Context: an optimization exercise on an open-source flow, tuned for small area. The choices shown serve that exercise and are no tape-out recipe. Only simulation tests tie the RTL to the original design; equivalence was not proved. No driver is modelled on the clock port, so clock power and skew are understated where the tree is cut down; a real chip needs a root buffer or a tree. Power figures rest on the tool's default switching activity, not on a simulated workload.

==> module uart_tx_rx, before the edit <==
module uart_tx_rx(
input clk,
input rst,  
input start,
input [7:0] txin,
output tx,
input rx,
output [7:0] rxout,
output rxdone, txdone
);
reg [3:0] m_q;    
reg [3:0] c_q;    
reg [7:0] d;      
wire [3:0] m = m_q ^ 4'd0;
wire [3:0] c = c_q ^ 4'd1;
wire cidle = c[3] & ~c[1] & c[0];           
wire idle  = cidle & m[0];                  
wire go    = idle & start;
wire m9    = (~m[1] & ~m[2]);
wire m10   = (~m[2] & ~m[3]);
wire inc   = go | m10;                     
wire mset  = cidle | rst;
wire bitDone = m9 & ~(c[3] & (c[1] ^ c[0]));  
wire mf = (~m[0] & ~m[1]) | (~m[2] & m[3]) | (m[2] & ~m[3]);
wire [3:0] m_n = mset ? 4'd9 : {m[2:0], mf};
wire [3:0] c_n;
assign c_n[0] = rst | (c[0] ^ inc);
assign c_n[1] = ~rst & (c[1] ^ (inc & c[0]));
assign c_n[2] = ~rst & (c[2] ^ (inc & c[1] & c[0] & ~c[3]));
assign c_n[3] = rst | (c[3] ^ (inc & c[1] & c[0] & (c[2] | c[3])));
always @(posedge clk) begin
    m_q <= m_n ^ 4'd0;
    c_q <= c_n ^ 4'd1;
end
always @(posedge clk)
    if (cidle) d <= txin;
assign tx = c[3] ? ~(c[1] & (c[0] | m[1])) : d[c[2:0]];
assign txdone = m9 & c[3] & ~c[1] & ~c[0];   
reg [2:0] rc_q;   
reg [3:0] ri_q;   
reg [7:0] rd;
wire [2:0] rc = rc_q ^ 3'd0;
wire [3:0] ri = ri_q ^ 4'd12;
wire ri9   = ri[3] & ri[0];
wire ri10  = ri[3] & ri[1];
wire ridle = rc[2] & rc[1] & rc[0];
wire recv  = rc[2] & rc[1] & ~rc[0];
wire samp  = rc[2] & ~rc[1] & rc[0];
reg [2:0] rc_n;
always @(*) begin
    if (rst)
        rc_n = 3'd7;
    else if (ridle)
        rc_n = rx ? 3'd7 : 3'd0;
    else if (recv)
        rc_n = ri10 ? 3'd7 : (bitDone ? 3'd0 : 3'd6);
    else
        rc_n = rc + 3'd1;
end
wire rinc = recv & bitDone & ~ri10;
wire [3:0] ri_n;
assign ri_n[0] = ~ridle & (ri[0] ^ rinc);
assign ri_n[1] = ~ridle & (ri[1] ^ (rinc & ri[0]));
assign ri_n[2] = ~ridle & (ri[2] ^ (rinc & ri[1] & ri[0]));
assign ri_n[3] = ~ridle & (ri[3] ^ (rinc & ri[2] & ri[1] & ri[0]));
always @(posedge clk) begin
    rc_q <= rc_n ^ 3'd0;
    ri_q <= ri_n ^ 4'd12;
end
always @(posedge clk)
    if (samp & ~ri9) rd <= {rx, rd[7:1]};
assign rxout = rd;
assign rxdone = ri9 & bitDone;
endmodule
clock: 10.0 ns
lec_check: 0
cap_margin: 20
core_margin: 2
core_utilization: 35
slew_margin: 20
standard.sh (not shown) runs the stock make flow with config.mk's settings and CLKGATE_MAP_FILE= SYNTH_SCRIPT=/design/flow/synth_recipe.tcl, a recipe that flattens the netlist after the stock synthesis.
==> flow/flow/run.sh <==
#!/bin/bash
# The standard layout (standard.sh) with these changes, all for cell area:
#  - synthesis: flow/synth.tcl (no adder cells; ABC with the best of the area scripts flow/abc*.script)
#  - ports buffered with buf_1
#  - clock: CTS_HOOK_N buffers of type CTS_HOOK_CELL instead of TritonCTS's tree (flow/cts_hook.tcl)
set -euo pipefail
here=$(pwd)
export FLOW_ABC_DIR=$here/flow
export CTS_HOOK_CELL=${CTS_HOOK_CELL:-clkbuf_4} CTS_HOOK_N=${CTS_HOOK_N:-3}
bash standard.sh \
  "SYNTH_SCRIPT=$here/flow/synth.tcl" \
  "BUFFER_PORTS_ARGS=-buffer_cell sky130_fd_sc_hd__buf_1" \
  "PRE_CTS_TCL=$here/flow/cts_hook.tcl" \
  finish > standard.log 2>&1
Other scripts of this flow, unchanged in this note and not shown: flow/flow/abc1.script, flow/flow/abc10.script, flow/flow/abc2.script, flow/flow/abc3.script, flow/flow/abc4.script, flow/flow/abc5.script, flow/flow/abc6.script, flow/flow/abc7.script, flow/flow/abc8.script, flow/flow/abc9.script, flow/flow/cts_hook.tcl, flow/flow/synth.tcl
Edit:
--- a/flow/design.v
+++ b/flow/design.v
@@ -40,9 +40,9 @@
 reg [2:0] rc_q;   
 reg [3:0] ri_q;   
 reg [7:0] rd;
 wire [2:0] rc = rc_q ^ 3'd0;
-wire [3:0] ri = ri_q ^ 4'd12;
+wire [3:0] ri = ri_q ^ 4'd4;
 wire ri9   = ri[3] & ri[0];
 wire ri10  = ri[3] & ri[1];
 wire ridle = rc[2] & rc[1] & rc[0];
 wire recv  = rc[2] & rc[1] & ~rc[0];
@@ -65,9 +65,9 @@
 assign ri_n[2] = ~ridle & (ri[2] ^ (rinc & ri[1] & ri[0]));
 assign ri_n[3] = ~ridle & (ri[3] ^ (rinc & ri[2] & ri[1] & ri[0]));
 always @(posedge clk) begin
     rc_q <= rc_n ^ 3'd0;
-    ri_q <= ri_n ^ 4'd12;
+    ri_q <= ri_n ^ 4'd4;
 end
 always @(posedge clk)
     if (samp & ~ri9) rd <= {rx, rd[7:1]};
 assign rxout = rd;
Cell area stays flat.
Core utilization hardly moves.
Total power fell by a few percent.
Clock power is lower by a few percent.
Worst hold slack barely changes.
Setup slack is better by 0.024 ns.
Cell count grows slightly.
Global-route usage stays flat.
Routed wire length went up slightly.
In every run of this note, the design's own scripts or RTL, not TritonCTS, make the clock network.

separate check: timing with driven ports:
How much do the figures lean on ideal ports? The routed layouts below were timed once more, with nothing changed but the port constraints.
Step 1, drivers: a clkbuf_16 drives clk and a buf_2 each remaining input, both assumed.
Step 2 moves the port delays by t, midway between the first and last clock arrival at a register: inputs arrive t later, outputs are due t later. That takes back most of the time a late clock gives input paths.
Three values: ideal ports, drivers, drivers and shift; two values: the first two.
run | shift t [ns] | slack for setup (ns) | worst slew at a driven data input, ns
the first run | 0.201 | 6.438 / 6.401 / 6.602 | 0.03
the second run | 0.197 | 6.462 / 6.425 / 6.622 | 0.03
After both steps every run listed still meets setup and hold.
